From an optimization exercise on the open Yosys and OpenROAD flow, aimed at small area, a short achievable clock period and few clock cycles per item; shortcuts taken in it are not production practice. At most, simulation tests tie the RTL to the original design; equivalence was not proved. For runs 2 to 7, only the layout was checked, not whether the RTL still works. Power figures rest on the tool's default switching activity, not on a simulated workload.

File: flow/design.v
`default_nettype	none
module	div(i_clk, i_reset, i_wr, i_signed, i_numerator, i_denominator,
		o_busy, o_valid, o_err, o_quotient, o_flags);
	input	wire		i_clk, i_reset;
	input	wire		i_wr, i_signed;
	input	wire	[31:0]	i_numerator, i_denominator;
	output	reg		o_busy, o_valid, o_err;
	output	wire	[31:0]	o_quotient;
	output	wire	[3:0]	o_flags;
	localparam	SA = 2, SB = 8;	 
	localparam	G = 1;		 
	reg	[32:0]	R;
	reg	[31:0]	N, D;
	reg		dneg, qneg;
	reg		pre, post;
	reg	[4:0]	c;
	reg		zf;
	wire		rneg = R[32];
	reg	[3:0]	ivq;
	wire	[31:0]	DX = D ^ { {(8){ivq[3]}}, {(8){ivq[2]}},
				{(8){ivq[1]}}, {(8){ivq[0]}} };
	wire	[33:0]	SX = { R[31:0], N[31], 1'b1 } + { !rneg, DX, ivq[0] };
	wire	[32:0]	S = SX[33:1];
	wire		q = !S[32];
	wire	[31:0]	H;
	genvar	gi;
	generate for(gi=0; gi<32; gi=gi+1)
	begin : GEN_H
		if ((gi/G)*G+G >= 32)
			assign	H[gi] = 1'b1;
		else
			assign	H[gi] = !(|D[31:(gi/G)*G+G]);
	end endgenerate
	wire	[31:0]	RA = { R[31-SA:0], N[31:32-SA] };
	wire	[31:0]	RB = { R[31-SB:0], N[31:32-SB] };
	wire		skA = !rneg && !dneg && !(|(RA & H))
				&& ({ 1'b0, c } + SA <= 31);
	wire		skB = !rneg && !dneg && !(|(RB & H))
				&& ({ 1'b0, c } + SB <= 31);
	wire		last = (&c);
	wire		dz = !(|D);
	always @(posedge i_clk)
	if (i_reset)
	begin
		o_busy  <= 1'b0;
		o_valid <= 1'b0;
		o_err   <= 1'b0;
		pre  <= 1'b0;
		post <= 1'b0;
	end else begin
		o_valid <= 1'b0;
		o_err   <= 1'b0;
		if (!o_busy)
		begin
			o_busy <= i_wr;
			pre    <= i_wr && i_signed && i_numerator[31];
			post   <= 1'b0;
		end else if (pre)
			pre <= 1'b0;
		else if (post)
		begin
			post    <= 1'b0;
			o_busy  <= 1'b0;
			o_valid <= 1'b1;
			o_err   <= dz;
		end else if (last)
		begin
			if (qneg)
				post <= 1'b1;
			else begin
				o_busy  <= 1'b0;
				o_valid <= 1'b1;
				o_err   <= dz;
			end
		end
	end
	always @(posedge i_clk)
	if (!o_busy)
	begin
		R <= 33'h0;
		N <= i_numerator;
		dneg <= i_signed && i_denominator[31];
		D <= i_denominator;
		qneg <= i_signed && (i_numerator[31] ^ i_denominator[31]);
		c  <= 5'h0;
		zf <= 1'b1;
		ivq <= {(4){!(i_signed && i_denominator[31])}};
	end else if (pre || post)
	begin
		N <= -N;
		ivq[1] <= !dneg;
		ivq[2] <= pre && ivq[2];
		ivq[3] <= post || !dneg;
	end
	else if (skB)
	begin
		R <= { 1'b0, RB };
		ivq <= {(4){!dneg}};
		N <= { N[31-SB:0], {(SB){1'b0}} };
		c <= c + SB;
	end else if (skA)
	begin
		R <= { 1'b0, RA };
		ivq <= {(4){!dneg}};
		N <= { N[31-SA:0], {(SA){1'b0}} };
		c <= c + SA;
	end else begin
		R <= S;
		if (q)
			zf <= 1'b0;
		ivq <= {(4){!(S[32] ^ dneg)}};
		N <= { N[30:0], q };
		c <= c + 5'd1;
	end
	assign	o_quotient = N;
	assign	o_flags = { 1'b0, N[31], !(|R) && !qneg, zf };
endmodule
File: flow/run.sh
#!/bin/bash
# synth_recipe.tcl (not shown) runs the flow's synth.tcl, then flattens the netlist and writes it again
# the make line also repeats each setting of config.mk as NAME=value (left out here)
make -C /OpenROAD-flow-scripts/flow DESIGN_CONFIG=/design/flow/config.mk WORK_HOME=/design/flow/orfs CLKGATE_MAP_FILE= SYNTH_SCRIPT=/design/flow/synth_recipe.tcl finish
File: flow/config.mk
export PLATFORM = sky130hd
export DESIGN_NAME = div
export DESIGN_NICKNAME = div
export VERILOG_FILES = /design/flow/design.v
export SDC_FILE = /design/flow/constraint.sdc
export NUM_CORES = 4
export LEC_CHECK = 0
export CAP_MARGIN = 20
export CORE_MARGIN = 2
export CORE_UTILIZATION = 40
export SETUP_SLACK_MARGIN = 1.2
export SLEW_MARGIN = 20
File: flow/constraint.sdc
create_clock -name core_clock -period 5.0 [get_ports {i_clk}]
set_input_delay 1.0000 -clock core_clock [delete_from_list [all_inputs] [get_ports {i_clk}]]
set_output_delay 1.0000 -clock core_clock [all_outputs]
set_load 0.01 [all_outputs]
==> impl_results.md, run 1 <==
- Global-route wire length before repair: roughly 43000 µm
- Post-synth EDFFs: 36
- Vias in the first global route: 7878
- Initial core utilization: 0.4084
- Max-slew violations: 0
- Number of nets in the layout: 1194
- Largest net degree at the start of global routing: 64
- #FFs+latches synth: 114
- Detailed Route WL: 27300 µm
- Clock transition at path regs: 0.06 ns
- Area Growth Syn to Fin: 21.42%
- Setup Crit Path Kind: reg -> reg
- MaxCap Viol Count: 0
- Synthesized area per cell: 8.474 µm²
- Final Cycle Share: 0.7229
- Hold Crit Class: reg -> reg
- Syn nets: 1119
- Final clock skew: 0.009538 ns
- Status: finished clean
- Worst-skew pair later-pin latency: 0.43 ns
- Routability congestion estimate: 0.9469
- Post-route DRC violation count: 0
- Final instance area: 10420 µm²
- Max frequency: ~280 MHz
- Root Buffer: clkbuf_16
- GRT Util Overall: 0.2445
- Crit Path Max Fanout: 9
- Worst IR Drop VDD: 0.2198 mV
- Mapped Cells: roughly 1000
- 1st-iter DRT viols: around 700
- Layout cells sized above 1: 0.08719
- H-tree depth: 4
- Initial antenna violation count: 0
- Rel. slew slack: 0.2660
- Die width: 150.5 µm
- Post-synthesis cell type count: 83
- Synth Flop Type: dfxtp_1
- Post-DR wirelength/cell: just under 20 µm
- I/O Buffers: ~110
- Arrival @ worst endpoint: 3.94 ns
- Cell area after placement: roughly 9700 µm²
- Die Y-Extent: 150.5 µm
- RSZ-0062 raised after global routing: false
- Fin crit period: 3.615 ns
- Boundary pin count: 107
- Post-DP HPWL: between 15000 and 20000 µm
- Hold Vio Cnt, Final: 0
- Cell Pwr Density: a little under 500 nW/µm²
- Worst setup SP type: register
- # diodes: 0
- CP Capture Type: register
- DR vias/cell: 5.907
- Placeable Area: 21020 µm²
- Sink Count: 114
- Fraction of registers with async set/reset: 0
- CTS Buf Count: 17
- Actual slew at the worst max-slew pin: 1.098 ns
- Yosys warns: 1
- GRT overflow: 0
- Setup violators final: 0
- Vias: 8128
- Antenna viol nets, final: 0
- Die area: around 23000 µm²
- CTS tree: yes
- # rows: 53
- Synthesized area: between 8000 and 9000 µm²
- CP required: 5.33 ns
- TritonRoute pass-1 iters: 5
- CTS Buffer Depth: 2
- Sequential share of the synthesized area: 0.3078
- Final setup TNS: 0 ns
- Leak Pwr: a little over 4 nW
## sequential cells by signal (all words and copies together), names as in the netlist
| register | flops |
|---|---|
| R | 33 |
| D | 32 |
| N | 32 |
| c | 5 |
| ivq | 4 |
| dneg | 1 |
| o_busy | 1 |
| o_err | 1 |
| o_valid | 1 |
| post | 1 |
| pre | 1 |
| qneg | 1 |
| zf | 1 |
## cell usage in the layout, fill, tap and decap left out, drive strengths merged, types with 17 or more instances in the layout
| cell type | count |
|---|---|
| nor2 | 100 |
| nor4 | 17 |
| a211oi | 30 |
| edfxtp | 36 |
| nand2 | 67 |
| nor3 | 24 |
| o21ai | 61 |
| xor2 | 56 |
| mux2i | 33 |
| clkdlybuf4s50 | 105 |
| clkbuf | 18 |
| dfxtp | 78 |
| a21o | 27 |
| inv | 30 |
| ha | 38 |
| xnor2 | 36 |
| mux2 | 18 |
| nand3 | 27 |
| a21oi | 80 |
## power by group
group | internal, W | switching [W]
Clock | 0.000780 | 0.000478
Sequential | 0.00111 | 0.000337
Combinational | 0.00105 | 0.00128
## cell type report
type | count | area (µm²)
Clock inverter | 14 | 162.7
Clock buffer | 18 | 429.2
Timing Repair Buffer | 118 | 1149
Inverter | 30 | 116.4
Fill cell | 2031 | 10600
Tap cell | 275 | 344.1
Sequential cell | 114 | 2643
Multi-Input combinational cell | 807 | 5580
## metrics by stage
step,cells,total power [W],hold WS (ns),util,setup WS [ns]
final,1376,0.005039,0.5114,0.4959,1.385
after global routing,1376,0.005350,0.5384,0.4959,1.213
after CTS,1368,0.004976,0.5100,0.4917,1.325
after detailed placement,1336,0.003698,0.5056,0.4633,1.026
after global placement,1336,0.003699,0.4921,0.4632,0.7731
after floorplan,1013,0.003072,0.4646,-,1.835
## worst max-delay path, cell delays in order (launching register included)
cell and delay [ns]:
dfxtp_1 0.68, xor2_1 0.15, ha_1 0.43, and4_1 0.25, nand2_1 0.12, a2111o_1 0.40
a21oi_1 0.33, o21a_1 0.28, o211ai_1 0.24, o311a_1 0.45, o21ba_1 0.17
## routing by layer
layer | GRT usage | vias to the layer above | wire length [µm]
met2 | 0.3900 | 298 | 12530
met5 | 0 | - | 0
li1 | - | 3925 | -
met3 | 0.05061 | 51 | 1727
met4 | 0.07877 | 0 | 600
met1 | 0.3305 | 3854 | 12450
## Yosys cell counts, types with 5 or more instances
cell type  count  area (µm²)
nor2_1        99       371.6
a21oi_1       80       400.4
dfxtp_1       78        1562
nand2_1       67       251.5
o21ai_0       60       300.3
xor2_1        56       490.5
clkbuf_1      42       157.7
ha_1          38       475.5
edfxtp_1      36        1081
xnor2_1       36       315.3
mux2i_1       33       330.3
a211oi_1      30       225.2
inv_1         28       105.1
a21o_1        27       202.7
nand3_1       26       130.1
nor3_1        20       100.1
mux2_2        16       180.2
a31oi_1       15       93.84
nor4_1        14       87.58
a211o_1       11       96.34
buf_2         11       55.05
o211ai_1      11       82.58
or3_1          9       56.30
nand2b_1       8       50.05
o21bai_1       8       60.06
and3_1         7       43.79
a222oi_1       6       60.06
a22o_1         6       52.55
a22oi_1        6       45.04
and2_1         6       37.54
nand4_1        6       37.54
o31ai_1        6       45.04
a2111oi_0      5       43.79
o221ai_1       5       43.79
## final timing paths
kind                startpoint                end  slack [ns]  cells past startpoint
max             ivq[2]$_DFF_P_     ivq[1]$_DFF_P_        1.39                     10
min          c[3]$_SDFFE_PN0P_  c[3]$_SDFFE_PN0P_        0.51                      2
max reg2reg     ivq[2]$_DFF_P_     ivq[1]$_DFF_P_        1.39                     10
min reg2reg  c[3]$_SDFFE_PN0P_  c[3]$_SDFFE_PN0P_        0.51                      2
## timing repair
item                       CTS  global route
buffers inserted             0             7
setup endpoints to repair    6            17
hold buffers                 0             0
resized for setup            1             6
pin swaps                    0             1
cloned                       0             1
## cells by family after synthesis
group	Yosys count	synth area share
compound gates	321	0.2503
xor+xnor	92	0.09386
fa+ha+maj	38	0.05539
buf+inv	93	0.04751
flops	114	0.3078
mux	51	0.06253
other cells	1	0.0004368
simple gates	303	0.1822
Testbench counts, summed over its fixed seeds: cycles 39,902, items 2,048.
==> run 2, diff against run 1 <==
--- a/flow/design.v
+++ b/flow/design.v
@@ -8,13 +8,12 @@
 	output	wire	[31:0]	o_quotient;
 	output	wire	[3:0]	o_flags;
 	localparam	SA = 2, SB = 8;	 
-	localparam	G = 1;		 
+	localparam	G = 2;		 
 	reg	[32:0]	R;
 	reg	[31:0]	N, D;
 	reg		dneg, qneg;
 	reg		pre, post;
 	reg	[4:0]	c;
-	reg		zf;
 	wire		rneg = R[32];
 	reg	[3:0]	ivq;
 	wire	[31:0]	DX = D ^ { {(8){ivq[3]}}, {(8){ivq[2]}},
@@ -83,7 +82,6 @@
 		D <= i_denominator;
 		qneg <= i_signed && (i_numerator[31] ^ i_denominator[31]);
 		c  <= 5'h0;
-		zf <= 1'b1;
 		ivq <= {(4){!(i_signed && i_denominator[31])}};
 	end else if (pre || post)
 	begin
@@ -106,12 +104,10 @@
 		c <= c + SA;
 	end else begin
 		R <= S;
-		if (q)
-			zf <= 1'b0;
 		ivq <= {(4){!(S[32] ^ dneg)}};
 		N <= { N[30:0], q };
 		c <= c + 5'd1;
 	end
 	assign	o_quotient = N;
-	assign	o_flags = { 1'b0, N[31], !(|R) && !qneg, zf };
+	assign	o_flags = { 1'b0, N[31], !(|R) && !qneg, !(|N) };
 endmodule
--- a/flow/config.mk
+++ b/flow/config.mk
@@ -8,5 +8,5 @@
 export CAP_MARGIN = 20
 export CORE_MARGIN = 2
 export CORE_UTILIZATION = 40
-export SETUP_SLACK_MARGIN = 1.2
+export SETUP_SLACK_MARGIN = 1
 export SLEW_MARGIN = 20
==> impl_results.md, run 2 <==
- Die area: 21800 µm² (-3.7%)
- Setup violators final: 0 (unchanged)
- CP required: 5.27 ns (-0.06 ns)
- Largest delay share family, worst path: buffers and inverters
- Met2 WL: 11900 µm (-5.0%)
- H-tree depth: 4 (unchanged)
- Max frequency: 244.7 MHz (-12%)
- Synthesized area: 8254 µm² (-3.8%)
- Max FFs per register: 33 (unchanged)
- Top layer in use: met4
- Syn nets: 1139 (+1.8%)
- Root Buffer: clkbuf_16
- Rel. slew slack: 0.4404 (+0.1745)
- Hold Crit Class: reg -> reg
- Cell Pwr Density: 697.0 nW/µm² (+44%)
- RSZ-0062 raised after global routing: true
- GRT overflow: 0 (unchanged)
- Most common cell after layout, fill and taps aside: nand2_1
- Setup Crit Path Kind: reg -> reg
- Worst IR Drop VDD: 0.3446 mV (+57%)
- Top flop regs: R (33), D (32), N (32)
- Max-slew violations: 0 (unchanged)
- Post-route insts no fill: 1403 (+2.0%)
- R2R depth: 26 (+16)
- 1st-iter DRT viols: 657 (-8.0%)
- Arrival @ worst endpoint: 4.35 ns (+0.41 ns)
- Synthesized area per cell: 7.998 µm² (-5.6%)
- Hold Vio Cnt, Final: 0 (unchanged)
- Boundary pin count: 107 (unchanged)
- Most frequent CP cell: buf_4
- Worst path bufs/invs: 20 (+20)
- Detailed Route WL: 26300 µm (-3.7%)
- Placed Cells: 1344 (+0.60%)
- Final Cycle Share: 0.8174 (+0.09450)
- GRT Util Overall: 0.2407 (-0.003814)
- Reg2reg end: N[8]$_DFF_P_
- Post-synthesis cell type count: 80 (-3.6%)
- # rows: 52 (-1.9%)
- # hold bufs at CTS: 0 (unchanged)
- Worst setup SP type: register
- CTS Buffer Depth: 2 (unchanged)
- I/O Buffers: 105 (unchanged)
- Final setup TNS: 0 ns (unchanged)
- Leak Pwr: 3.969 nW (-2.7%)
- Yosys warns: 1 (unchanged)
- RR Startpoint: N[4]$_DFF_P_
- Die Y-Extent: 147.7 µm (-1.9%)
- Actual slew at the worst max-slew pin: 0.8393 ns (-0.2590 ns)
- Vias in the first global route: 7562 (-4.0%)
- Top reg by flops: R
- Clock transition at path regs: 0.06 ns (about the same)
- Filler cells: 1975 (-2.8%)
- Synth top area cells: dfxtp_1, edfxtp_1, a21oi_1
- Number of nets in the layout: 1227 (+2.8%)
- Post-synth top area share: 0.1868 (+0.004854)
- Placeable Area: 20230 µm² (-3.7%)
- CP peak stage delay: 0.37 ns (-0.31 ns)
- # diodes: 0 (unchanged)
- Sink Count: 113 (-0.88%)
- DR vias/cell: 5.828 (-1.3%)
- Die width: 147.7 µm (-1.9%)
- Routability congestion estimate: 0.9163 (-3.2%)
- Worst Setup SP: N[4]$_DFF_P_
- Synth Flop Type: dfxtp_1
- Largest net degree at the start of global routing: 84 (+31%)
- Pre-CTS setup slack: 0.8592 ns (-0.1672 ns)
- Crit Path Max Fanout: 7 (-2)
- DRT met1 WL: 12020 µm (-3.4%)
- Layout cells sized above 1: 0.09620 (+0.009011)
- MaxCap Viol Count: 0 (unchanged)
- CTS Buf Count: 17 (unchanged)
- Global-route wire length before repair: 41710 µm (-3.5%)
- Sequential share of the synthesized area: 0.3177 (+0.009893)
- CP Capture Type: register
- Initial antenna violation count: 0 (unchanged)
- TritonRoute pass-1 iters: 5 (unchanged)
- #FFs+latches synth: 113 (-0.88%)
- Post-DP HPWL: 18040 µm (-4.1%)
- Post-synth EDFFs: 36 (unchanged)
- Most frequent cells in the layout: nand2_1, nor2_1, a21oi_1, clkdlybuf4s50_1, dfxtp_1
- Wire length on met3: 1830 µm (+6.0%)
- Post-DR wirelength/cell: 18.75 µm (-5.5%)
- Final Worst Setup Slack: 0.9129 ns (-0.4725 ns)
- Mapped Cells: 1032 (+1.9%)
- Antenna viol nets, final: 0 (unchanged)
- Crit-path slowest cell: dfxtp_4
- Worst-skew pair later-pin latency: 0.43 ns (about the same)
- Area leader, netlist: dfxtp_1
- Critical path depth: 26 (+16)
- Worst Setup EP: N[8]$_DFF_P_
- Vias: 8177 (+0.60%)
- Final clock skew: 0.005771 ns (-0.003767 ns)
- Area Growth Syn to Fin: 24.57%
- Reg2Reg Setup Slack: 0.91 ns (-0.47 ns)
- Status: finished clean
- CTS tree: yes
- Post-route DRC violation count: 0 (unchanged)
- Initial core utilization: 0.4079 (-0.0004413)
- Fraction of registers with async set/reset: 0 (unchanged)
- Fin crit period: 4.087 ns (+0.4725 ns)
- Commonest cells in the netlist: nand2_1, nor2_1, a21oi_1
-- run 2: cell count changes in the layout (fill, tap and decap cells not counted), sizes merged, moves of 10 or more --
| cell | previous run | this run |
|---|---|---|
| o211ai | 12 | 25 |
| mux2 | 18 | 1 |
| nand2 | 67 | 118 |
| o21ai | 61 | 75 |
| a221oi | 4 | 14 |
| mux2i | 33 | 14 |
| buf | 13 | 38 |
| a211oi | 30 | 11 |
| a21oi | 80 | 107 |
| a211o | 11 | 0 |
| nor2 | 100 | 118 |
| nand3 | 27 | 15 |
| a21o | 27 | 15 |
-- run 2: power breakdown --
part | total (W) | switching [W] | internal, W
combinational | 0.00416 | 0.00244 | 0.00172
sequential | 0.00171 | 0.000504 | 0.00120
clock | 0.00130 | 0.000452 | 0.000850
total | 0.00717 | 0.00339 | 0.00378
-- run 2: cells by family after synthesis --
kind of cell,after synthesis,synth area share
and+or+nand+nor,352,0.2045
xor gates and xnor gates,95,0.1008
DFF,113,0.3177
muxes,15,0.01834
buffers and inverters,93,0.05048
adders and majority gates,39,0.05912
other,1,0.0004543
AOI/OAI and AO/OA,324,0.2486
-- run 2: worst min path at each step --
| stage | startpoint | to | slack [ns] | depth (start not counted) |
|---|---|---|---|---|
| after floorplan | R[30]$_SDFFE_PN0P_ | R[30]$_SDFFE_PN0P_ | 0.45 | 2 |
| after global placement | R[31]$_SDFFE_PN0P_ | R[31]$_SDFFE_PN0P_ | 0.47 | 2 |
| after detailed placement | R[31]$_SDFFE_PN0P_ | R[31]$_SDFFE_PN0P_ | 0.47 | 2 |
| after CTS | R[30]$_SDFFE_PN0P_ | R[30]$_SDFFE_PN0P_ | 0.48 | 2 |
| after global routing | R[30]$_SDFFE_PN0P_ | R[30]$_SDFFE_PN0P_ | 0.52 | 2 |
| final | R[30]$_SDFFE_PN0P_ | R[30]$_SDFFE_PN0P_ | 0.48 | 2 |
-- run 2: final cells by class --
cell class / count / area [µm²] / area share
clock buffer: 23 / 499.2 / 0.04855
clock inverter: 9 / 125.1 / 0.01217
inverter: 20 / 77.57 / 0.007544
multi-input combinational: 826 / 5288 / 0.5142
sequential: 113 / 2631 / 0.2559
tap: 270 / 337.8 / 0.03285
timing repair buffer: 142 / 1324 / 0.1287
-- run 2: layer usage --
layer,vias up,GRT usage
met5,-,0
met4,0,0.07404
met3,49,0.04352
met2,336,0.3735
met1,3862,0.3410
li1,3930,-
-- run 2: tightest hold or removal path: stages, from the launching register on --
cell	delay, ns
dfxtp_1	0.32
nand2_1	0.06
o21ai_1	0.05
-- run 2: metrics by stage --
stage / hold WS (ns) / utilization / power, W / cell area, µm²
after floorplan: 0.4453 / - / 0.004606 / 8254
after global placement: 0.4685 / 0.4649 / 0.005691 / 9407
after detailed placement: 0.4713 / 0.4649 / 0.005697 / 9407
after CTS: 0.4788 / 0.5049 / 0.007046 / 10220
after global routing: 0.5220 / 0.5082 / 0.007663 / 10280
final: 0.4762 / 0.5082 / 0.007167 / 10280
-- run 2: repair_timing --
item,CTS,global route
pin swaps,4,4
gates resized for setup,9,10
setup endpoints to repair,2,26
buffers inserted,22,5
endpoints found under the hold margin,0,0
==> run 3, diff against run 2 <==
--- a/flow/config.mk
+++ b/flow/config.mk
@@ -8,5 +8,5 @@
 export CAP_MARGIN = 20
 export CORE_MARGIN = 2
 export CORE_UTILIZATION = 40
-export SETUP_SLACK_MARGIN = 1
+export SETUP_SLACK_MARGIN = 2
 export SLEW_MARGIN = 20
==> impl_results.md, run 3 <==
- Top flop regs: R (33), D (32), N (32)
- #FFs+latches synth: 113 (unchanged)
- Final setup TNS: 0 ns (unchanged)
- Die width: 147.7 µm (unchanged)
- Max frequency: 258.5 MHz (+5.6%)
- Setup violators final: 0 (unchanged)
- Layout cells sized above 1: 0.2216 (+0.1254)
- Hold Crit Class: reg -> reg
- # rows: 52 (unchanged)
- Reg2reg end: ivq[0]$_DFFE_PP_
- Largest net degree at the start of global routing: 77 (-8.3%)
- Reg2Reg Setup Slack: 1.73 ns (+0.82 ns)
- CP Capture Type: primary output
- Area leader, netlist: dfxtp_1
- Area Growth Syn to Fin: 40.72%
- Detailed Route WL: 29310 µm (+11%)
- Total power: 0.008777 W (+22%)
- Die Y-Extent: 147.7 µm (unchanged)
- Rel. slew slack: 0.4478 (+0.007402)
- 1st-iter DRT viols: 707 (+7.6%)
- Worst-skew pair later-pin latency: 0.43 ns (about the same)
- Crit-path cells: inv_1 -> ha_4 -> nand2_2 -> or4_4 -> or3_4 -> nand2b_4 -> nor4_4 -> nand3_2 -> nor3_4 -> buf_2
- Actual slew at the worst max-slew pin: 0.8282 ns (-0.01110 ns)
- Mapped Cells: 1032 (unchanged)
- # diodes: 0 (unchanged)
- Synthesized area: 8254 µm² (unchanged)
- Leak Pwr: 4.462 nW (+12%)
- H-tree depth: 4 (unchanged)
- Wire length on met3: 2179 µm (+19%)
- Final clock skew: 0.01082 ns (+0.005050 ns)
- Post-synth EDFFs: 36 (unchanged)
- Post-route DRC violation count: 0 (unchanged)
- Most frequent cells in the layout: nor2_1, nand2_1, clkdlybuf4s50_1, a21oi_1, dfxtp_1
- DRT met1 WL: 12620 µm (+5.0%)
- Worst Min Path Start: R[30]$_SDFFE_PN0P_
- CTS tree: yes
- GRT Util Overall: 0.2457 (+0.005016)
- RR Startpoint: ivq[0]$_DFFE_PP_
- RSZ-0062 raised after global routing: true
- MaxCap Viol Count: 0 (unchanged)
- Initial core utilization: 0.4079 (unchanged)
- Status: finished clean
- Root Buffer: clkbuf_16
- Sink Count: 113 (unchanged)
- Post-DP HPWL: 18170 µm (+0.68%)
- Initial antenna violation count: 0 (unchanged)
- CTS Buf Count: 17 (unchanged)
- Crit Path Max Fanout: 4 (-3)
- Final Cycle Share: 0.7738 (-0.04363)
- Post-synth top area share: 0.1868 (unchanged)
- CTS Buffer Depth: 2 (unchanged)
- Synthesized area per cell: 7.998 µm² (unchanged)
- Top reg by flops: R
- DR vias/cell: 5.946 (+2.0%)
- Worst IR Drop VDD: 0.4068 mV (+18%)
- Antenna viol nets, final: 0 (unchanged)
- GRT overflow: 0 (unchanged)
- Synth Flop Type: dfxtp_1
- Boundary pin count: 107 (unchanged)
- Hold EP: R[30]$_SDFFE_PN0P_
- Clock transition at path regs: 0.06 ns (about the same)
- Max FFs per register: 33 (unchanged)
- WHS Path Cells: 2 (unchanged)
- CP required: 4.00 ns (-1.27 ns)
- Fin Hold WS: 0.4780 ns (+0.001754 ns)
- Crit-path slowest cell: or4_4
- Top layer in use: met4
- I/O Buffers: 105 (unchanged)
- Arrival @ worst endpoint: 2.87 ns (-1.48 ns)
- Die area: 21800 µm² (unchanged)
- Fraction of registers with async set/reset: 0 (unchanged)
- Worst setup SP type: register
- Max-slew violations: 0 (unchanged)
- Synth top area cells: dfxtp_1, edfxtp_1, a21oi_1
- Most common cell after layout, fill and taps aside: nor2_1
- Yosys warns: 1 (unchanged)
- Number of nets in the layout: 1281 (+4.4%)
- Placeable Area: 20230 µm² (unchanged)
- Routability congestion estimate: 0.8945 (-2.4%)
- # hold bufs at CTS: 0 (unchanged)
- Setup Crit Path Kind: reg -> out
- R2R depth: 15 (-42%)
- Met2 WL: 13770 µm (+16%)
- CP peak stage delay: 0.45 ns (+0.08 ns)
- Global-route wire length before repair: 42580 µm (+2.1%)
- TritonRoute pass-1 iters: 6 (+1)
- Post-synthesis cell type count: 80 (unchanged)
- Vias: 8664 (+6.0%)
- Sequential share of the synthesized area: 0.3177 (unchanged)
- Fin crit period: 3.869 ns (-0.2182 ns)
- Commonest cells in the netlist: nand2_1, nor2_1, a21oi_1
- Hold Vio Cnt, Final: 0 (unchanged)
- Post-DR wirelength/cell: 20.12 µm (+7.3%)
- Cell Pwr Density: 755.6 nW/µm² (+8.4%)
- Syn nets: 1139 (unchanged)
- Vias in the first global route: 7855 (+3.9%)
- Filler cells: 1821 (-7.8%)
run 3: cell count changes in the layout (fill, tap and decap cells not counted), sizes merged:
| cell | previous run | this run |
|---|---|---|
| buf | 38 | 82 |
| o211a | 1 | 2 |
| clkinv | 5 | 9 |
| clkinvlp | 0 | 2 |
| dlygate4sd2 | 0 | 1 |
| clkdlybuf4s50 | 104 | 103 |
| clkbuf | 23 | 26 |
run 3: cell type report:
type | count | area [µm²] | share of cell area
Clock inverter | 12 | 117.6 | 0.01013
Timing Repair inverter | 3 | 20.02 | 0.001724
Tap cell | 270 | 337.8 | 0.02909
Timing Repair Buffer | 192 | 1953 | 0.1682
Clock buffer | 20 | 436.7 | 0.03760
Sequential cell | 113 | 2643 | 0.2275
Inverter | 20 | 91.34 | 0.007864
Multi-Input combinational cell | 827 | 6016 | 0.5179
run 3: what timing repair did:
action	in CTS	in global routing
buffers inserted	35	33
gates resized for setup	59	127
pin swaps	33	93
gates cloned	2	10
endpoints found under the setup margin	76	73
run 3: worst max path at each step:
stage / startpoint / endpoint / cells after the start
2_1_floorplan: N[0]$_DFFE_PP_ / o_flags[0] / 9
3_3_place_gp: N[0]$_DFFE_PP_ / o_flags[0] / 10
3_5_place_dp: N[0]$_DFFE_PP_ / o_flags[0] / 10
4_1_cts: N[3]$_DFF_P_ / o_flags[0] / 9
5_1_grt: N[3]$_DFF_P_ / o_flags[0] / 9
6_report: N[0]$_DFFE_PP_ / o_flags[0] / 10
run 3: layer usage:
layer,GRT usage,up-vias
met1,0.3354,4155
met2,0.3974,403
met3,0.04506,49
li1,-,4057
met5,0,-
met4,0.07308,0
run 3: kinds of logic after synthesis:
group | Yosys count | share of synthesized area
AOI/OAI and AO/OA | 324 | 0.2486
xor gates and xnor gates | 95 | 0.1008
adders and majority gates | 39 | 0.05912
buffers and inverters | 93 | 0.05048
DFF | 113 | 0.3177
muxes | 15 | 0.01834
other | 1 | 0.0004543
and+or+nand+nor | 352 | 0.2045
run 3: worst max-delay path, delay by kind of cell (launching register included):
family	cells	cell delay, ns
simple gates	7	1.61
flops	1	0.41
buf+inv	2	0.26
fa+ha+maj	1	0.15
run 3: power breakdown:
group	switching [W]	internal [W]
clock network	0.000459	0.000724
registers	0.000530	0.00121
logic	0.00317	0.00269
run 3: through the flow:
step / area, µm² / utilization / setup WS, ns / std cells
3_5_place_dp: 9484 / 0.4687 / 0.9673 / 1345
5_1_grt: 11610 / 0.5740 / 1.051 / 1457
4_1_cts: 10560 / 0.5217 / 1.074 / 1414
3_3_place_gp: 9484 / 0.4687 / 1.003 / 1345
6_report: 11610 / 0.5740 / 1.131 / 1457
2_1_floorplan: 8332 / - / 1.630 / 1032
==> run 4, diff against run 3 <==
--- a/flow/design.v
+++ b/flow/design.v
@@ -8,19 +8,23 @@
 	output	wire	[31:0]	o_quotient;
 	output	wire	[3:0]	o_flags;
 	localparam	SA = 2, SB = 8;	 
-	localparam	G = 2;		 
+	localparam	G = 1;		 
 	reg	[32:0]	R;
 	reg	[31:0]	N, D;
 	reg		dneg, qneg;
 	reg		pre, post;
 	reg	[4:0]	c;
+	reg		zf, cf;
 	wire		rneg = R[32];
 	reg	[3:0]	ivq;
 	wire	[31:0]	DX = D ^ { {(8){ivq[3]}}, {(8){ivq[2]}},
 				{(8){ivq[1]}}, {(8){ivq[0]}} };
-	wire	[33:0]	SX = { R[31:0], N[31], 1'b1 } + { !rneg, DX, ivq[0] };
+	wire	[32:0]	SA_ = { R[31:0], N[31] };
+	wire	[32:0]	SB_ = { !rneg, DX };
+	wire	[33:0]	SX = { SA_, 1'b1 } + { SB_, ivq[0] };
 	wire	[32:0]	S = SX[33:1];
 	wire		q = !S[32];
+	wire		exact = !(|S);
 	wire	[31:0]	H;
 	genvar	gi;
 	generate for(gi=0; gi<32; gi=gi+1)
@@ -33,9 +37,9 @@
 	wire	[31:0]	RA = { R[31-SA:0], N[31:32-SA] };
 	wire	[31:0]	RB = { R[31-SB:0], N[31:32-SB] };
 	wire		skA = !rneg && !dneg && !(|(RA & H))
-				&& ({ 1'b0, c } + SA <= 31);
+				&& (c <= 31-SA);
 	wire		skB = !rneg && !dneg && !(|(RB & H))
-				&& ({ 1'b0, c } + SB <= 31);
+				&& (c <= 31-SB);
 	wire		last = (&c);
 	wire		dz = !(|D);
 	always @(posedge i_clk)
@@ -82,6 +86,8 @@
 		D <= i_denominator;
 		qneg <= i_signed && (i_numerator[31] ^ i_denominator[31]);
 		c  <= 5'h0;
+		zf <= 1'b1;
+		cf <= 1'b0;
 		ivq <= {(4){!(i_signed && i_denominator[31])}};
 	end else if (pre || post)
 	begin
@@ -104,10 +110,13 @@
 		c <= c + SA;
 	end else begin
 		R <= S;
+		if (q)
+			zf <= 1'b0;
+		cf <= exact && !qneg;
 		ivq <= {(4){!(S[32] ^ dneg)}};
 		N <= { N[30:0], q };
 		c <= c + 5'd1;
 	end
 	assign	o_quotient = N;
-	assign	o_flags = { 1'b0, N[31], !(|R) && !qneg, !(|N) };
+	assign	o_flags = { 1'b0, N[31], cf, zf };
 endmodule
--- a/flow/config.mk
+++ b/flow/config.mk
@@ -8,5 +8,5 @@
 export CAP_MARGIN = 20
 export CORE_MARGIN = 2
 export CORE_UTILIZATION = 40
-export SETUP_SLACK_MARGIN = 2
+export SETUP_SLACK_MARGIN = 2.0
 export SLEW_MARGIN = 20
==> impl_results.md, run 4 <==
- Syn nets: 1231 (+8.1%)
- Clock transition at path regs: 0.06 ns (about the same)
- Synth top area cells: dfxtp_1, edfxtp_1, a21oi_1
- Flop pwr share: 0.204 (+0.006)
- # rows: 54 (+3.8%)
- Area Growth Syn to Fin: 47.18%
- Number of nets in the layout: 1423 (+11%)
- Crit-path slowest cell: nor4_2
- Setup Crit Path Kind: reg -> reg
- #FFs+latches synth: 115 (+1.8%)
- Rel. slew slack: 0.2990 (-0.1489)
- R2R depth: 15 (unchanged)
- # diodes: 0 (unchanged)
- Die width: 154.3 µm (+4.5%)
- Most frequent cells in the layout: nor2_1, clkdlybuf4s50_1, nand2_1, a21oi_1, buf_4
- GRT overflow: 0 (unchanged)
- Post-synth EDFFs: 36 (unchanged)
- CTS Buffer Depth: 2 (unchanged)
- Vias: 9878 (+14%)
- Actual slew at the worst max-slew pin: 1.042 ns (+0.2137 ns)
- RSZ-0062 raised after global routing: true
- Largest net degree at the start of global routing: 58 (-25%)
- Yosys warns: 1 (unchanged)
- Die area: 23790 µm² (+9.1%)
- Post-route DRC violation count: 0 (unchanged)
- MaxCap Viol Count: 0 (unchanged)
- Worst path bufs/invs: 3 (+1)
- Synthesized area: 9030 µm² (+9.4%)
- Antenna viol nets, final: 0 (unchanged)
- Final Cycle Share: 0.7179 (-0.05590)
- CP Capture Type: register
- Placed Cells: 1443 (+7.3%)
- 1st-iter DRT viols: 994 (+41%)
- Cell Pwr Density: 585.1 nW/µm² (-23%)
- Synth Flop Type: dfxtp_1
- CTS tree: yes
- Initial core utilization: 0.4112 (+0.003298)
- Top-count cell post-synth: nor2_1
- Worst IR Drop VDD: 0.2879 mV (-29%)
- RR Startpoint: ivq[0]$_DFFE_PP_
- Placeable Area: 21960 µm² (+8.5%)
- Hold Vio Cnt, Final: 0 (unchanged)
- Filler cells: 1861 (+2.2%)
- CP required: 5.35 ns (+1.35 ns)
- Final setup TNS: 0 ns (unchanged)
- I/O Buffers: 105 (unchanged)
- Detailed Route WL: 34590 µm (+18%)
- Routability congestion estimate: 0.9146 (+2.2%)
- Largest delay share family, worst path: simple AND/OR/NAND/NOR gates
- Post-DP HPWL: 22070 µm (+21%)
- Hold Crit Class: reg -> reg
- CTS Buf Count: 17 (unchanged)
- Post-route insts no fill: 1605 (+10%)
- TritonRoute pass-1 iters: 6 (unchanged)
- Post-synth top area share: 0.1751 (-0.01161)
- Part of the power in combinational logic: 0.637 (-0.030)
- Sink Count: 115 (+1.8%)
- Worst-skew pair later-pin latency: 0.43 ns (about the same)
- Reg2Reg Setup Slack: 1.41 ns (-0.32 ns)
- Max frequency: 278.6 MHz (+7.8%)
- Layout cells sized above 1: 0.2657 (+0.04409)
- GRT Util Overall: 0.2711 (+0.02536)
- Initial antenna violation count: 0 (unchanged)
- Fraction of registers with async set/reset: 0 (unchanged)
- Worst setup SP type: register
- Synthesized area per cell: 8.062 µm² (+0.80%)
- Reg2reg end: cf$_SDFFE_PN0P_
- Arrival @ worst endpoint: 3.94 ns (+1.07 ns)
- Setup violators final: 0 (unchanged)
- WHS Path Cells: 2 (unchanged)
- Max-slew violations: 0 (unchanged)
- Critical path depth: 15 (+5)
- DR vias/cell: 6.155 (+3.5%)
- Mapped Cells: 1120 (+8.5%)
- Root Buffer: clkbuf_16
- Post-synthesis cell type count: 78 (-2.5%)
- Sw frac: 0.4396 (-0.03426)
- Final Worst Setup Slack: 1.411 ns (+0.2795 ns)
- Global-route wire length before repair: 50780 µm (+19%)
- H-tree depth: 4 (unchanged)
- Clock share of power: 0.160 (+0.025)
- Top reg by flops: R
- Crit Path Max Fanout: 8 (+4)
- Top flop regs: R (33), D (32), N (32)
- Crit-path cells: buf_6 -> xor2_1 -> ha_1 -> a21o_1 -> a221oi_4 -> buf_4 -> a211oi_4 -> buf_4 -> nor2_4 -> xnor2_2 -> nor4b_4 -> nand4_1 -> nor4_2 -> nand4_1 -> o21ai_0
- Area leader, netlist: dfxtp_1
- Vias in the first global route: 8789 (+12%)
- NetSw: 0.003418 W (-18%)
- Post-DR wirelength/cell: 21.55 µm (+7.1%)
- Sequential share of the synthesized area: 0.2949 (-0.02286)
- CP peak stage delay: 0.40 ns (-0.05 ns)
- Status: finished clean
- Internal power: 0.004358 W (-5.6%)
- Worst Min Path Start: R[30]$_SDFFE_PN0P_
- Boundary pin count: 107 (unchanged)
- Pre-CTS setup slack: 0.9647 ns (-0.002592 ns)
- Fin crit period: 3.589 ns (-0.2795 ns)
- Final clock skew: 0.01296 ns (+0.002142 ns)
- Hold EP: R[30]$_SDFFE_PN0P_
- Leak Pwr: 5.119 nW (+15%)
- Die Y-Extent: 154.3 µm (+4.5%)
- Commonest cells in the netlist: nor2_1, a21oi_1, nand2_1
- Most common cell after layout, fill and taps aside: nor2_1
- Max FFs per register: 33 (unchanged)
-- run 4: changes by cell type after synthesis, sizes merged, moves of 8 or more --
cell    before  now
o211ai      25   17
mux2         1   15
nand2      118  106
a211oi      11   32
nor4        14   30
inv         19   32
nand3       15   24
mux2i       14   30
o21ai       75   38
a31oi        9   18
a221oi      14    4
-- run 4: final cells by class --
| cell class | instances | area, µm² | share of cell area |
|---|---|---|---|
| well taps | 280 | 350.3 | 0.02636 |
| multi-input cells | 899 | 7037 | 0.5295 |
| repair inverters | 1 | 11.26 | 0.0008473 |
| inverters | 32 | 146.4 | 0.01101 |
| repair buffers | 246 | 2482 | 0.1868 |
| flip-flops and latches | 115 | 2679 | 0.2016 |
| clock inverters | 4 | 45.04 | 0.003389 |
| clock buffers | 28 | 539.3 | 0.04058 |
-- run 4: tightest hold or removal path, delay by kind of cell, from the launching register on --
kind               cells  cell delay, ns
and+or+nand+nor        1            0.06
DFF                    1            0.32
AOI/OAI and AO/OA      1            0.05
-- run 4: metal layers --
| layer | up-vias | routed length [µm] | global-route usage | part of all wire |
|---|---|---|---|---|
| met1 | 4750 | 14830 | 0.3715 | 0.43 |
| li1 | 4557 | - | - | - |
| met3 | 73 | 2784 | 0.06024 | 0.080 |
| met2 | 498 | 16200 | 0.4299 | 0.47 |
| met4 | 0 | 784 | 0.07981 | 0.023 |
| met5 | - | 0 | 0 | 0 |
-- run 4: what timing repair did --
item | in CTS | in global routing
buffers inserted | 62 | 59
setup endpoints to repair | 76 | 76
pin swaps | 73 | 103
hold buffers | 0 | 0
gates resized for setup | 129 | 148
cloned | 5 | 4
-- run 4: worst max path at each step --
stage / start / to / slack, ns
after floorplan: D[16]$_DFFE_PN_ / R[30]$_SDFFE_PN0P_ / 1.87
after global placement: ivq[0]$_DFFE_PP_ / cf$_SDFFE_PN0P_ / 0.90
after detailed placement: ivq[0]$_DFFE_PP_ / cf$_SDFFE_PN0P_ / 0.96
after CTS: ivq[0]$_DFFE_PP_ / cf$_SDFFE_PN0P_ / 1.59
after global routing: ivq[0]$_DFFE_PP_ / cf$_SDFFE_PN0P_ / 1.23
final: ivq[0]$_DFFE_PP_ / cf$_SDFFE_PN0P_ / 1.41
-- run 4: cells by family (layout without fill, tap and decap cells) --
| family | Yosys count | count (layout) | synth area share |
|---|---|---|---|
| compound gates | 338 | 338 | 0.2527 |
| xor+xnor | 88 | 88 | 0.08535 |
| fa+ha+maj | 43 | 43 | 0.05958 |
| buf+inv | 107 | 311 | 0.05251 |
| flops | 115 | 115 | 0.2949 |
| mux | 45 | 45 | 0.05196 |
| other cells | 1 | 1 | 0.0004153 |
| simple gates | 383 | 384 | 0.2026 |
-- run 4: power groups by stage --
| stage | clock (W) | sequential, W | combinational, W |
|---|---|---|---|
| 5_1_grt | 0.00129 | 0.00161 | 0.00526 |
| 3_3_place_gp | 0 | 0.00157 | 0.00323 |
| 4_1_cts | 0.00125 | 0.00155 | 0.00402 |
| 3_5_place_dp | 0 | 0.00156 | 0.00322 |
| 6_report | 0.00124 | 0.00158 | 0.00495 |
| 2_1_floorplan | 0 | 0.00138 | 0.00252 |
-- run 4: metrics by stage --
stage | hold WS [ns] | total power, W | util | instance area, µm²
floorplan | 0.4315 | 0.003900 | - | 9156
global route | 0.5093 | 0.008153 | 0.6052 | 13290
CTS | 0.4690 | 0.006814 | 0.5479 | 12030
detailed placement | 0.4716 | 0.004783 | 0.4686 | 10290
finish | 0.4785 | 0.007776 | 0.6052 | 13290
global placement | 0.4677 | 0.004797 | 0.4683 | 10280
==> run 5, diff against run 4 <==
--- a/flow/design.v
+++ b/flow/design.v
@@ -8,23 +8,19 @@
 	output	wire	[31:0]	o_quotient;
 	output	wire	[3:0]	o_flags;
 	localparam	SA = 2, SB = 8;	 
-	localparam	G = 1;		 
+	localparam	G = 2;		 
 	reg	[32:0]	R;
 	reg	[31:0]	N, D;
 	reg		dneg, qneg;
 	reg		pre, post;
 	reg	[4:0]	c;
-	reg		zf, cf;
 	wire		rneg = R[32];
-	reg	[3:0]	ivq;
-	wire	[31:0]	DX = D ^ { {(8){ivq[3]}}, {(8){ivq[2]}},
-				{(8){ivq[1]}}, {(8){ivq[0]}} };
-	wire	[32:0]	SA_ = { R[31:0], N[31] };
-	wire	[32:0]	SB_ = { !rneg, DX };
-	wire	[33:0]	SX = { SA_, 1'b1 } + { SB_, ivq[0] };
-	wire	[32:0]	S = SX[33:1];
-	wire		q = !S[32];
-	wire		exact = !(|S);
+	wire	[33:0]	T = { R, N[31] };
+	wire		inv = !(rneg ^ dneg);
+	wire	[33:0]	X = { !rneg, !rneg, D ^ {(32){inv}} };
+	wire	[34:0]	SX = { T, 1'b1 } + { X, inv };
+	wire	[33:0]	S = SX[34:1];
+	wire		q = !S[33];
 	wire	[31:0]	H;
 	genvar	gi;
 	generate for(gi=0; gi<32; gi=gi+1)
@@ -37,9 +33,9 @@
 	wire	[31:0]	RA = { R[31-SA:0], N[31:32-SA] };
 	wire	[31:0]	RB = { R[31-SB:0], N[31:32-SB] };
 	wire		skA = !rneg && !dneg && !(|(RA & H))
-				&& (c <= 31-SA);
+				&& ({ 1'b0, c } + SA <= 31);
 	wire		skB = !rneg && !dneg && !(|(RB & H))
-				&& (c <= 31-SB);
+				&& ({ 1'b0, c } + SB <= 31);
 	wire		last = (&c);
 	wire		dz = !(|D);
 	always @(posedge i_clk)
@@ -86,37 +82,23 @@
 		D <= i_denominator;
 		qneg <= i_signed && (i_numerator[31] ^ i_denominator[31]);
 		c  <= 5'h0;
-		zf <= 1'b1;
-		cf <= 1'b0;
-		ivq <= {(4){!(i_signed && i_denominator[31])}};
 	end else if (pre || post)
-	begin
 		N <= -N;
-		ivq[1] <= !dneg;
-		ivq[2] <= pre && ivq[2];
-		ivq[3] <= post || !dneg;
-	end
 	else if (skB)
 	begin
 		R <= { 1'b0, RB };
-		ivq <= {(4){!dneg}};
 		N <= { N[31-SB:0], {(SB){1'b0}} };
 		c <= c + SB;
 	end else if (skA)
 	begin
 		R <= { 1'b0, RA };
-		ivq <= {(4){!dneg}};
 		N <= { N[31-SA:0], {(SA){1'b0}} };
 		c <= c + SA;
 	end else begin
-		R <= S;
-		if (q)
-			zf <= 1'b0;
-		cf <= exact && !qneg;
-		ivq <= {(4){!(S[32] ^ dneg)}};
+		R <= S[32:0];
 		N <= { N[30:0], q };
 		c <= c + 5'd1;
 	end
 	assign	o_quotient = N;
-	assign	o_flags = { 1'b0, N[31], cf, zf };
+	assign	o_flags = { 1'b0, N[31], !(|R) && !qneg, !(|N) };
 endmodule
==> impl_results.md, run 5 <==
- Status: finished clean
- Number of nets in the layout: 1244 (-13%)
- # rows: 52 (-3.7%)
- Synth Flop Type: dfxtp_1
- RSZ-0062 raised after global routing: true
- CTS Buffer Depth: 2 (unchanged)
- Util after Layout: 0.5455 (-0.05973)
- Area Growth Syn to Fin: 33.71%
- Hold Crit Class: reg -> reg
- Mapped Cells: 1009 (-9.9%)
- Synthesized area per cell: 8.182 µm² (+1.5%)
- Worst Min Path Start: R[31]$_SDFFE_PN0P_
- Initial antenna violation count: 0 (unchanged)
- DR vias/cell: 5.953 (-3.3%)
- Post-synthesis cell type count: 74 (-5.1%)
- NetSw: 0.004067 W (+19%)
- # diodes: 0 (unchanged)
- CTS tree: yes
- Hold Vio Cnt, Final: 0 (unchanged)
- Global-route wire length before repair: 43740 µm (-14%)
- Post-DR wirelength/cell: 20.09 µm (-6.8%)
- Vias: 8400 (-15%)
- Synth top area cells: dfxtp_1, edfxtp_1, xnor2_1
- Most frequent cells in the layout: nor2_1, clkdlybuf4s50_1, a21oi_1, nand2_1, buf_4
- RR Startpoint: dneg$_DFFE_PN_
- CTS Buf Count: 9 (-8)
- Most common cell after layout, fill and taps aside: nor2_1
- Final setup TNS: 0 ns (unchanged)
- Reg2reg end: R[32]$_SDFFE_PN0P_
- TritonRoute pass-1 iters: 9 (+3)
- Max FFs per register: 33 (unchanged)
- Worst IR Drop VDD: 0.3339 mV (+16%)
- MaxCap Viol Count: 0 (unchanged)
- WHS Path Cells: 2 (unchanged)
- Yosys warns: 1 (unchanged)
- Area leader, netlist: dfxtp_1
- Final Cycle Share: 0.6702 (-0.04769)
- Sw frac: 0.4836 (+0.04403)
- Routability congestion estimate: 0.9134 (-0.13%)
- Detailed Route WL: 28340 µm (-18%)
- R2R depth: 14 (-1)
- GRT overflow: 0 (unchanged)
- Root Buffer: clkbuf_16
- Part of the power in combinational logic: 0.716 (+0.079)
- CP Capture Type: register
- Syn nets: 1117 (-9.3%)
- Actual slew at the worst max-slew pin: 1.221 ns (+0.1788 ns)
- Die Y-Extent: 147.7 µm (-4.3%)
- Largest net degree at the start of global routing: 59 (+1.7%)
- Placeable Area: 20230 µm² (-7.9%)
- Commonest cells in the netlist: nor2_1, a21oi_1, nand2_1
- Hold EP: R[31]$_SDFFE_PN0P_
- Setup violators final: 0 (unchanged)
- 1st-iter DRT viols: 662 (-33%)
- Flop pwr share: 0.197 (-0.007)
- Total power: 0.008410 W (+8.2%)
- Post-synth top area share: 0.1794 (+0.004306)
- Top reg by flops: R
- Rel. slew slack: 0.1832 (-0.1158)
- Reg2Reg Setup Slack: 1.65 ns (+0.24 ns)
- Final clock skew: 0.009622 ns (-0.003340 ns)
- Filler cells: 1860 (-0.054%)
- CP required: 5.24 ns (-0.11 ns)
- Clock share of power: 0.086 (-0.074)
- Setup Crit Path Kind: reg -> reg
- Synthesized area: 8255 µm² (-8.6%)
- Leak Pwr: 4.134 nW (-19%)
- Cell Pwr Density: 761.9 nW/µm² (+30%)
- Vias in the first global route: 7778 (-12%)
- Sequential share of the synthesized area: 0.3068 (+0.01190)
- Layout cells sized above 1: 0.2042 (-0.06145)
- Antenna viol nets, final: 0 (unchanged)
- Initial core utilization: 0.4080 (-0.003236)
- Fin crit period: 3.351 ns (-0.2385 ns)
- Max-slew violations: 0 (unchanged)
- Worst setup SP type: register
- Internal power: 0.004343 W (-0.35%)
- Boundary pin count: 107 (unchanged)
- Crit Path Max Fanout: 13 (+5)
- Top flop regs: R (33), D (32), N (32)
- Fraction of registers with async set/reset: 0 (unchanged)
- #FFs+latches synth: 109 (-5.2%)
- Top-count cell post-synth: nor2_1
- Max frequency: 298.4 MHz (+7.1%)
- Die width: 147.7 µm (-4.3%)
- # hold bufs at CTS: 0 (unchanged)
- H-tree depth: 3 (-1)
- Post-route DRC violation count: 0 (unchanged)
- Post-DP HPWL: 19040 µm (-14%)
- I/O Buffers: 105 (unchanged)
- Post-synth EDFFs: 35 (-2.8%)
- Clock transition at path regs: 0.07 ns (about the same)
- Worst-skew pair later-pin latency: 0.36 ns (-0.07 ns)
- Die area: 21800 µm² (-8.4%)
- Arrival @ worst endpoint: 3.59 ns (-0.35 ns)
- Sink Count: 109 (-5.2%)
- GRT Util Overall: 0.2535 (-0.01760)
## run 5: repair_timing
action                                  CTS  global route
endpoints found under the setup margin   70            66
gates resized for setup                 104            88
pin swaps                                55            53
buffers inserted                         43            21
cloned                                    1             0
## run 5: worst max-delay path by stage
| stage | to | cells past startpoint | start | slack [ns] |
|---|---|---|---|---|
| 2_1_floorplan | N[0]$_DFFE_PP_ | 15 | dneg$_DFFE_PN_ | 1.79 |
| 3_3_place_gp | N[0]$_DFFE_PP_ | 13 | R[32]$_SDFFE_PN0P_ | 1.27 |
| 3_5_place_dp | R[32]$_SDFFE_PN0P_ | 13 | R[32]$_SDFFE_PN0P_ | 1.22 |
| 4_1_cts | N[0]$_DFFE_PP_ | 14 | dneg$_DFFE_PN_ | 1.65 |
| 5_1_grt | R[32]$_SDFFE_PN0P_ | 16 | dneg$_DFFE_PN_ | 1.49 |
| 6_report | R[32]$_SDFFE_PN0P_ | 14 | dneg$_DFFE_PN_ | 1.65 |
## run 5: area by class of cell
| cell class | instances | area, µm² | share of cell area |
|---|---|---|---|
| Multi-Input combinational cell | 820 | 6076 | 0.5504 |
| Clock inverter | 4 | 31.28 | 0.002834 |
| Tap cell | 270 | 337.8 | 0.03061 |
| Timing Repair Buffer | 181 | 1717 | 0.1555 |
| Clock buffer | 12 | 266.5 | 0.02414 |
| Sequential cell | 109 | 2550 | 0.2310 |
| Inverter | 15 | 60.06 | 0.005441 |
## run 5: stage by stage
stage | hold slack [ns] | std cells | cell area [µm²] | setup slack, ns
after floorplan | 0.4454 | 1009 | 8362 | 1.789
final | 0.4826 | 1411 | 11040 | 1.649
after detailed placement | 0.4871 | 1330 | 9475 | 1.216
after CTS | 0.4851 | 1390 | 10510 | 1.652
after global routing | 0.5115 | 1411 | 11040 | 1.493
after global placement | 0.4755 | 1330 | 9475 | 1.266
## run 5: logic make-up after synthesis
group                    Yosys count  share of synthesized area
multiplexers                      38                    0.04668
XOR/XNOR                          88                    0.09336
adder cells (fa/ha/maj)           40                    0.06062
buffers and inverters             80                    0.04441
AND/OR/NAND/NOR                  339                     0.1958
flip-flops                       109                     0.3068
other                              1                  0.0004542
AO/OA/AOI/OAI                    314                     0.2519
## run 5: power by group through the flow
stage / combinational (W) / clock (W) / sequential (W)
after detailed placement: 0.00460 / 0 / 0.00161
final: 0.00603 / 0.000727 / 0.00166
after CTS: 0.00531 / 0.000746 / 0.00163
after global routing: 0.00647 / 0.000768 / 0.00170
after global placement: 0.00458 / 0 / 0.00162
after floorplan: 0.00362 / 0 / 0.00144
## run 5: critical path: stages, from the launching register on
cell and delay [ns]:
edfxtp_1 0.38, inv_2 0.07, ha_4 0.23, buf_4 0.16, buf_12 0.15, xnor2_1 0.14
ha_1 0.39, nand2_1 0.12, o21a_1 0.19, a21boi_1 0.24, nor2_1 0.13, or4b_4 0.56
a31oi_4 0.20, xor2_1 0.16, o22ai_1 0.09
## run 5: metal layers
| metal | share of wire | global-route usage | vias to the layer above |
|---|---|---|---|
| met5 | 0 | 0 | - |
| met4 | 0.029 | 0.08510 | 0 |
| met3 | 0.065 | 0.04568 | 67 |
| met2 | 0.45 | 0.3851 | 329 |
| met1 | 0.46 | 0.3629 | 4039 |
| li1 | - | - | 3965 |
==> run 6, diff against run 5 <==
--- a/flow/config.mk
+++ b/flow/config.mk
@@ -8,5 +8,4 @@
 export CAP_MARGIN = 20
 export CORE_MARGIN = 2
 export CORE_UTILIZATION = 40
-export SETUP_SLACK_MARGIN = 2.0
 export SLEW_MARGIN = 20
==> impl_results.md, run 6 <==
- WHS Path Cells: 2 (unchanged)
- Die Y-Extent: 147.7 µm (unchanged)
- Area leader, netlist: dfxtp_1
- Max frequency: 237.9 MHz (-20%)
- Die width: 147.7 µm (unchanged)
- Setup violators final: 0 (unchanged)
- Reg2Reg Setup Slack: 1.04 ns (-0.61 ns)
- CTS Buffer Depth: 2 (unchanged)
- GRT overflow: 0 (unchanged)
- Mapped Cells: 1009 (unchanged)
- Final setup TNS: 0 ns (unchanged)
- Max-slew violations: 0 (unchanged)
- # rows: 52 (unchanged)
- MaxCap Viol Count: 0 (unchanged)
- Top reg by flops: R
- Most frequent cells in the layout: nor2_1, a21oi_1, clkdlybuf4s50_1, nand2_1, dfxtp_1
- CP required: 4.00 ns (-1.24 ns)
- Commonest cells in the netlist: nor2_1, a21oi_1, nand2_1
- CP Capture Type: primary output
- Cell Pwr Density: 718.3 nW/µm² (-5.7%)
- Post-synth top area share: 0.1794 (unchanged)
- Final clock skew: 0.008785 ns (-0.0008374 ns)
- Initial antenna violation count: 0 (unchanged)
- Max FFs per register: 33 (unchanged)
- CTS Buf Count: 9 (unchanged)
- Detailed Route WL: 26050 µm (-8.1%)
- CTS tree: yes
- Rel. slew slack: 0.3947 (+0.2115)
- Die area: 21800 µm² (unchanged)
- NetSw: 0.003464 W (-15%)
- Arrival @ worst endpoint: 3.20 ns (-0.39 ns)
- Worst Min Path Start: R[30]$_SDFFE_PN0P_
- Antenna viol nets, final: 0 (unchanged)
- Flop pwr share: 0.227 (+0.030)
- Worst IR Drop VDD: 0.3811 mV (+14%)
- Placeable Area: 20230 µm² (unchanged)
- Routability congestion estimate: 0.9317 (+2.0%)
- Global-route wire length before repair: 41570 µm (-5.0%)
- Status: finished clean
- #FFs+latches synth: 109 (unchanged)
- Part of the power in combinational logic: 0.661 (-0.055)
- Worst-skew pair later-pin latency: 0.36 ns (about the same)
- Layout cells sized above 1: 0.04545 (-0.1588)
- Area Growth Syn to Fin: 18.38%
- RSZ-0062 raised after global routing: false
- Crit-path cells: or4_1 -> nor3_1 -> nand3_1 -> nor2_1 -> nand2_1 -> nor4_1 -> clkdlybuf4s50_1
- Synth Flop Type: dfxtp_1
- Sw frac: 0.4934 (+0.009823)
- # resized after CTS: 0 (-100%)
- Leak Pwr: 3.663 nW (-11%)
- Vias in the first global route: 7366 (-5.3%)
- Crit-path slowest cell: clkdlybuf4s50_1
- Synthesized area: 8255 µm² (unchanged)
- # diodes: 0 (unchanged)
- Crit Path Max Fanout: 6 (-7)
- Yosys warns: 1 (unchanged)
- Post-DP HPWL: 19050 µm (about the same)
- GRT Util Overall: 0.2394 (-0.01412)
- TritonRoute pass-1 iters: 7 (-2)
- Fin crit period: 4.203 ns (+0.8524 ns)
- Post-synth EDFFs: 35 (unchanged)
- Final instance area: 9773 µm² (-11%)
- DR vias/cell: 5.826 (-2.1%)
- Boundary pin count: 107 (unchanged)
- Reg2reg end: N[0]$_DFFE_PP_
- Hold Crit Class: reg -> reg
- Number of nets in the layout: 1181 (-5.1%)
- H-tree depth: 3 (unchanged)
- R2R depth: 15 (+1)
- Fraction of registers with async set/reset: 0 (unchanged)
- Internal power: 0.003556 W (-18%)
- Vias: 7853 (-6.5%)
- Synth top area cells: dfxtp_1, edfxtp_1, xnor2_1
- I/O Buffers: 105 (unchanged)
- Root Buffer: clkbuf_16
- Top flop regs: R (33), D (32), N (32)
- 1st-iter DRT viols: 752 (+14%)
- Syn nets: 1117 (unchanged)
- Cell area after placement: 9449 µm² (-0.28%)
- Actual slew at the worst max-slew pin: 0.9080 ns (-0.3128 ns)
- Setup Crit Path Kind: reg -> out
- Sequential share of the synthesized area: 0.3068 (unchanged)
- Initial core utilization: 0.4080 (unchanged)
- CP peak stage delay: 0.62 ns (+0.06 ns)
- Post-synthesis cell type count: 74 (unchanged)
- Largest net degree at the start of global routing: 54 (-8.5%)
- Postcts setup bufs: 0 (-100%)
- # hold bufs at CTS: 0 (unchanged)
- Worst setup SP type: register
- Top-count cell post-synth: nor2_1
- Synthesized area per cell: 8.182 µm² (unchanged)
- Clock transition at path regs: 0.08 ns (about the same)
- Sink Count: 109 (unchanged)
- Most common cell after layout, fill and taps aside: nor2_1
- Hold EP: R[30]$_SDFFE_PN0P_
- Final Cycle Share: 0.8407 (+0.1705)
- RR Startpoint: R[32]$_SDFFE_PN0P_
- Post-DR wirelength/cell: 19.33 µm (-3.8%)
- Clock share of power: 0.112 (+0.026)
- Hold Vio Cnt, Final: 0 (unchanged)
- Post-route DRC violation count: 0 (unchanged)
## run 6: area by class of cell
| type | count | area (µm²) |
|---|---|---|
| Timing Repair Buffer | 118 | 1161 |
| Multi-Input combinational cell | 820 | 5360 |
| Tap cell | 270 | 337.8 |
| Fill cell | 1978 | 10460 |
| Sequential cell | 109 | 2534 |
| Clock buffer | 13 | 302.8 |
| Clock inverter | 3 | 21.27 |
| Inverter | 15 | 56.30 |
## run 6: power groups by stage
stage                     clock [W]  sequential, W  combinational [W]
after global placement            0        0.00161            0.00456
after detailed placement          0        0.00161            0.00457
after CTS                  0.000802        0.00159            0.00459
after global routing       0.000835        0.00164            0.00511
final                      0.000786        0.00159            0.00464
after floorplan                   0        0.00144            0.00352
## run 6: cells by family (layout without fill, tap and decap cells)
logic type | count (synthesis) | after routing | synth area share
compound gates | 314 | 314 | 0.2519
flops | 109 | 109 | 0.3068
simple gates | 339 | 339 | 0.1958
mux | 38 | 38 | 0.04668
xor+xnor | 88 | 88 | 0.09336
other cells | 1 | 1 | 0.0004542
buf+inv | 80 | 149 | 0.04441
fa+ha+maj | 40 | 40 | 0.06062
## run 6: worst max path at each step
stage | cells after the start | startpoint | to
final | 7 | N[12]$_DFF_P_ | o_flags[0]
after global placement | 14 | R[32]$_SDFFE_PN0P_ | N[0]$_DFFE_PP_
after floorplan | 15 | R[32]$_SDFFE_PN0P_ | N[0]$_DFFE_PP_
after CTS | 7 | N[12]$_DFF_P_ | o_flags[0]
after global routing | 7 | N[12]$_DFF_P_ | o_flags[0]
after detailed placement | 15 | R[32]$_SDFFE_PN0P_ | N[0]$_DFFE_PP_
## run 6: routing by layer
layer,global-route usage,part of all wire,up-vias
li1,-,-,3848
met1,0.3472,0.48,3727
met2,0.3698,0.45,240
met3,0.03673,0.050,38
met4,0.06635,0.021,0
met5,0,0,-
## run 6: critical path: cells and delay by family (launching register included)
family                 cells  cell delay, ns
and+or+nand+nor            6            1.85
buffers and inverters      1            0.62
DFF                        1            0.38
## run 6: through the flow
stage               power [W]  utilization  hold slack (ns)  std cells  setup slack (ns)
floorplan            0.004962            -           0.4454       1009             1.359
global placement     0.006164       0.4670           0.4804       1332             1.165
detailed placement   0.006177       0.4670           0.5033       1332             1.081
CTS                  0.006983       0.4830           0.5097       1348            0.8764
global route         0.007582       0.4830           0.5494       1348            0.5495
finish               0.007020       0.4830           0.5088       1348            0.7966
==> run 7, diff against run 6 <==
--- a/flow/design.v
+++ b/flow/design.v
@@ -10,16 +10,14 @@
 	localparam	SA = 2, SB = 8;	 
 	localparam	G = 2;		 
 	reg	[32:0]	R;
-	reg	[31:0]	N, D;
+	reg	[31:0]	N, M;
 	reg		dneg, qneg;
 	reg		pre, post;
 	reg	[4:0]	c;
 	wire		rneg = R[32];
 	wire	[33:0]	T = { R, N[31] };
-	wire		inv = !(rneg ^ dneg);
-	wire	[33:0]	X = { !rneg, !rneg, D ^ {(32){inv}} };
-	wire	[34:0]	SX = { T, 1'b1 } + { X, inv };
-	wire	[33:0]	S = SX[34:1];
+	wire	[33:0]	X = { 2'b11, M } ^ {(34){rneg}};
+	wire	[33:0]	S = T + X + { 33'h0, rneg ^ !dneg };
 	wire		q = !S[33];
 	wire	[31:0]	H;
 	genvar	gi;
@@ -28,16 +26,16 @@
 		if ((gi/G)*G+G >= 32)
 			assign	H[gi] = 1'b1;
 		else
-			assign	H[gi] = !(|D[31:(gi/G)*G+G]);
+			assign	H[gi] = &M[31:(gi/G)*G+G];
 	end endgenerate
 	wire	[31:0]	RA = { R[31-SA:0], N[31:32-SA] };
 	wire	[31:0]	RB = { R[31-SB:0], N[31:32-SB] };
-	wire		skA = !rneg && !dneg && !(|(RA & H))
+	wire		skA = !rneg && !(|(RA & H))
 				&& ({ 1'b0, c } + SA <= 31);
-	wire		skB = !rneg && !dneg && !(|(RB & H))
+	wire		skB = !rneg && !(|(RB & H))
 				&& ({ 1'b0, c } + SB <= 31);
 	wire		last = (&c);
-	wire		dz = !(|D);
+	wire		dz = (&M) && !dneg;
 	always @(posedge i_clk)
 	if (i_reset)
 	begin
@@ -79,7 +77,7 @@
 		R <= 33'h0;
 		N <= i_numerator;
 		dneg <= i_signed && i_denominator[31];
-		D <= i_denominator;
+		M <= (i_signed && i_denominator[31]) ? i_denominator : ~i_denominator;
 		qneg <= i_signed && (i_numerator[31] ^ i_denominator[31]);
 		c  <= 5'h0;
 	end else if (pre || post)
==> impl_results.md, run 7 <==
- Post-route DRC violation count: 0 (unchanged)
- Fin crit period: 4.231 ns (+0.02709 ns)
- Max-slew violations: 0 (unchanged)
- Cell Pwr Density: 568.0 nW/µm² (-21%)
- Final Cycle Share: 0.8461 (+0.005419)
- Actual slew at the worst max-slew pin: 0.9282 ns (+0.02023 ns)
- Clock transition at path regs: 0.08 ns (about the same)
- Yosys warns: 1 (unchanged)
- Root Buffer: clkbuf_16
- 1st-iter DRT viols: 497 (-34%)
- GRT Util Overall: 0.2246 (-0.01475)
- Worst IR Drop VDD: 0.3224 mV (-15%)
- CTS tree: yes
- Global-route wire length before repair: 38710 µm (-6.9%)
- Area leader, netlist: dfxtp_1
- Max FFs per register: 33 (unchanged)
- MaxCap Viol Count: 0 (unchanged)
- Post-DP HPWL: 17230 µm (-9.6%)
- Sequential share of the synthesized area: 0.3148 (+0.008015)
- Postcts setup bufs: 0 (unchanged)
- Leak Pwr: 3.794 nW (+3.6%)
- DR vias/cell: 5.762 (-1.1%)
- Final setup TNS: 0 ns (unchanged)
- CP Capture Type: primary output
- CP required: 4.00 ns (about the same)
- Top reg by flops: R
- Boundary pin count: 107 (unchanged)
- Vias in the first global route: 7092 (-3.7%)
- # diodes: 0 (unchanged)
- Largest net degree at the start of global routing: 64 (+19%)
- Worst-skew pair later-pin latency: 0.37 ns (about the same)
- Max frequency: 236.4 MHz (-0.64%)
- Arrival @ worst endpoint: 3.23 ns (+0.03 ns)
- Post-synth top area share: 0.1841 (+0.004689)
- Synthesized area: 8045 µm² (-2.5%)
- Placeable Area: 19590 µm² (-3.2%)
- Die width: 145.8 µm (-1.2%)
- Synth Flop Type: dfxtp_1
- Hold Vio Cnt, Final: 0 (unchanged)
- Detailed Route WL: 24040 µm (-7.7%)
- TritonRoute pass-1 iters: 6 (-1)
- # hold bufs at CTS: 0 (unchanged)
- Top flop regs: R (33), M (32), N (32)
- Total power: 0.005458 W (-22%)
- RSZ-0062 raised after global routing: false
- Status: finished clean
- Setup violators final: 0 (unchanged)
- Crit Path Max Fanout: 6 (unchanged)
- Layout cells sized above 1: 0.04432 (-0.001139)
-- run 7: critical path: stages, from the launching register on --
cell	delay (ns)
dfxtp_1	0.37
or4_4	0.56
or4_4	0.50
or2_1	0.27
nand2b_4	0.16
nand2b_4	0.18
nor4_1	0.25
clkdlybuf4s50_1	0.58
-- run 7: where the power goes --
part	switching, W	internal (W)	total (W)
clock network	0.000363	0.000403	0.000765
logic	0.00185	0.00133	0.00318
registers	0.000382	0.00113	0.00151
-- run 7: final cells by class --
cell class | instances | area, µm²
Clock buffer | 11 | 275.3
Clock inverter | 5 | 40.04
Fill cell | 1955 | 9981
Inverter | 19 | 71.32
Multi-Input combinational cell | 777 | 5204
Sequential cell | 109 | 2534
Tap cell | 265 | 331.6
Timing Repair Buffer | 117 | 1154
-- run 7: logic make-up after synthesis --
family / synth area share
flip-flops: 0.3148
buffers and inverters: 0.04090
AND/OR/NAND/NOR: 0.1672
adder cells (fa/ha/maj): 0.06563
other: 0.0004661
AO/OA/AOI/OAI: 0.2381
multiplexers: 0.04121
XOR/XNOR: 0.1317
-- run 7: per-layer routing --
metal  vias up  GRT usage  share of wire
li1       3672          -              -
met1      3581     0.3064           0.47
met2       232     0.3684           0.46
met3        23    0.04639          0.058
met4         0    0.04657          0.012
met5         -          0              0
-- run 7: final timing paths --
path         slack, ns  depth (start not counted)               start            endpoint
min reg2reg       0.49                          2  R[28]$_SDFFE_PN0P_  R[28]$_SDFFE_PN0P_
max               0.77                          7       N[12]$_DFF_P_          o_flags[0]
max reg2reg       1.04                         12  R[32]$_SDFFE_PN0P_  R[28]$_SDFFE_PN0P_
min               0.49                          2  R[28]$_SDFFE_PN0P_  R[28]$_SDFFE_PN0P_
-- run 7: per-stage QoR --
step / cell area (µm²) / setup slack [ns] / util / instances / hold slack, ns
2_1_floorplan: 8045 / 1.160 / - / 969 / 0.4545
3_3_place_gp: 9294 / 1.182 / 0.4744 / 1287 / 0.4761
3_5_place_dp: 9294 / 1.150 / 0.4744 / 1287 / 0.4795
4_1_cts: 9609 / 0.7385 / 0.4905 / 1303 / 0.4889
5_1_grt: 9609 / 0.6035 / 0.4905 / 1303 / 0.5122
6_report: 9609 / 0.7695 / 0.4905 / 1303 / 0.4886

[port drivers added, routing unchanged]
The flow's constraints put no driver on any port. The routed layouts listed below were extracted and timed again, unchanged, in two steps.
Step 1: set_driving_cell puts a clkbuf_16 on i_clk and a buf_2 on each other input, an assumption about the parent block.
Step 2 also shifts input and output timing later by t, the mid clock arrival at the registers, as if the neighbouring blocks saw the same clock.
Three values: ideal, step 1, step 2; two values: the first two.
run | t (ns) | setup WS [ns]
run 1 | 0.473 | 1.385 / 1.385 / 1.385
run 2 | 0.469 | 0.913 / 0.913 / 0.913
run 3 | 0.474 | 1.131 / 1.083 / 1.556
run 4 | 0.472 | 1.411 / 1.411 / 1.411
run 5 | 0.403 | 1.649 / 1.649 / 1.649
run 6 | 0.405 | 0.797 / 0.748 / 1.045
run 7 | 0.404 | 0.769 / 0.725 / 1.039
After both steps every run listed still meets setup and hold.
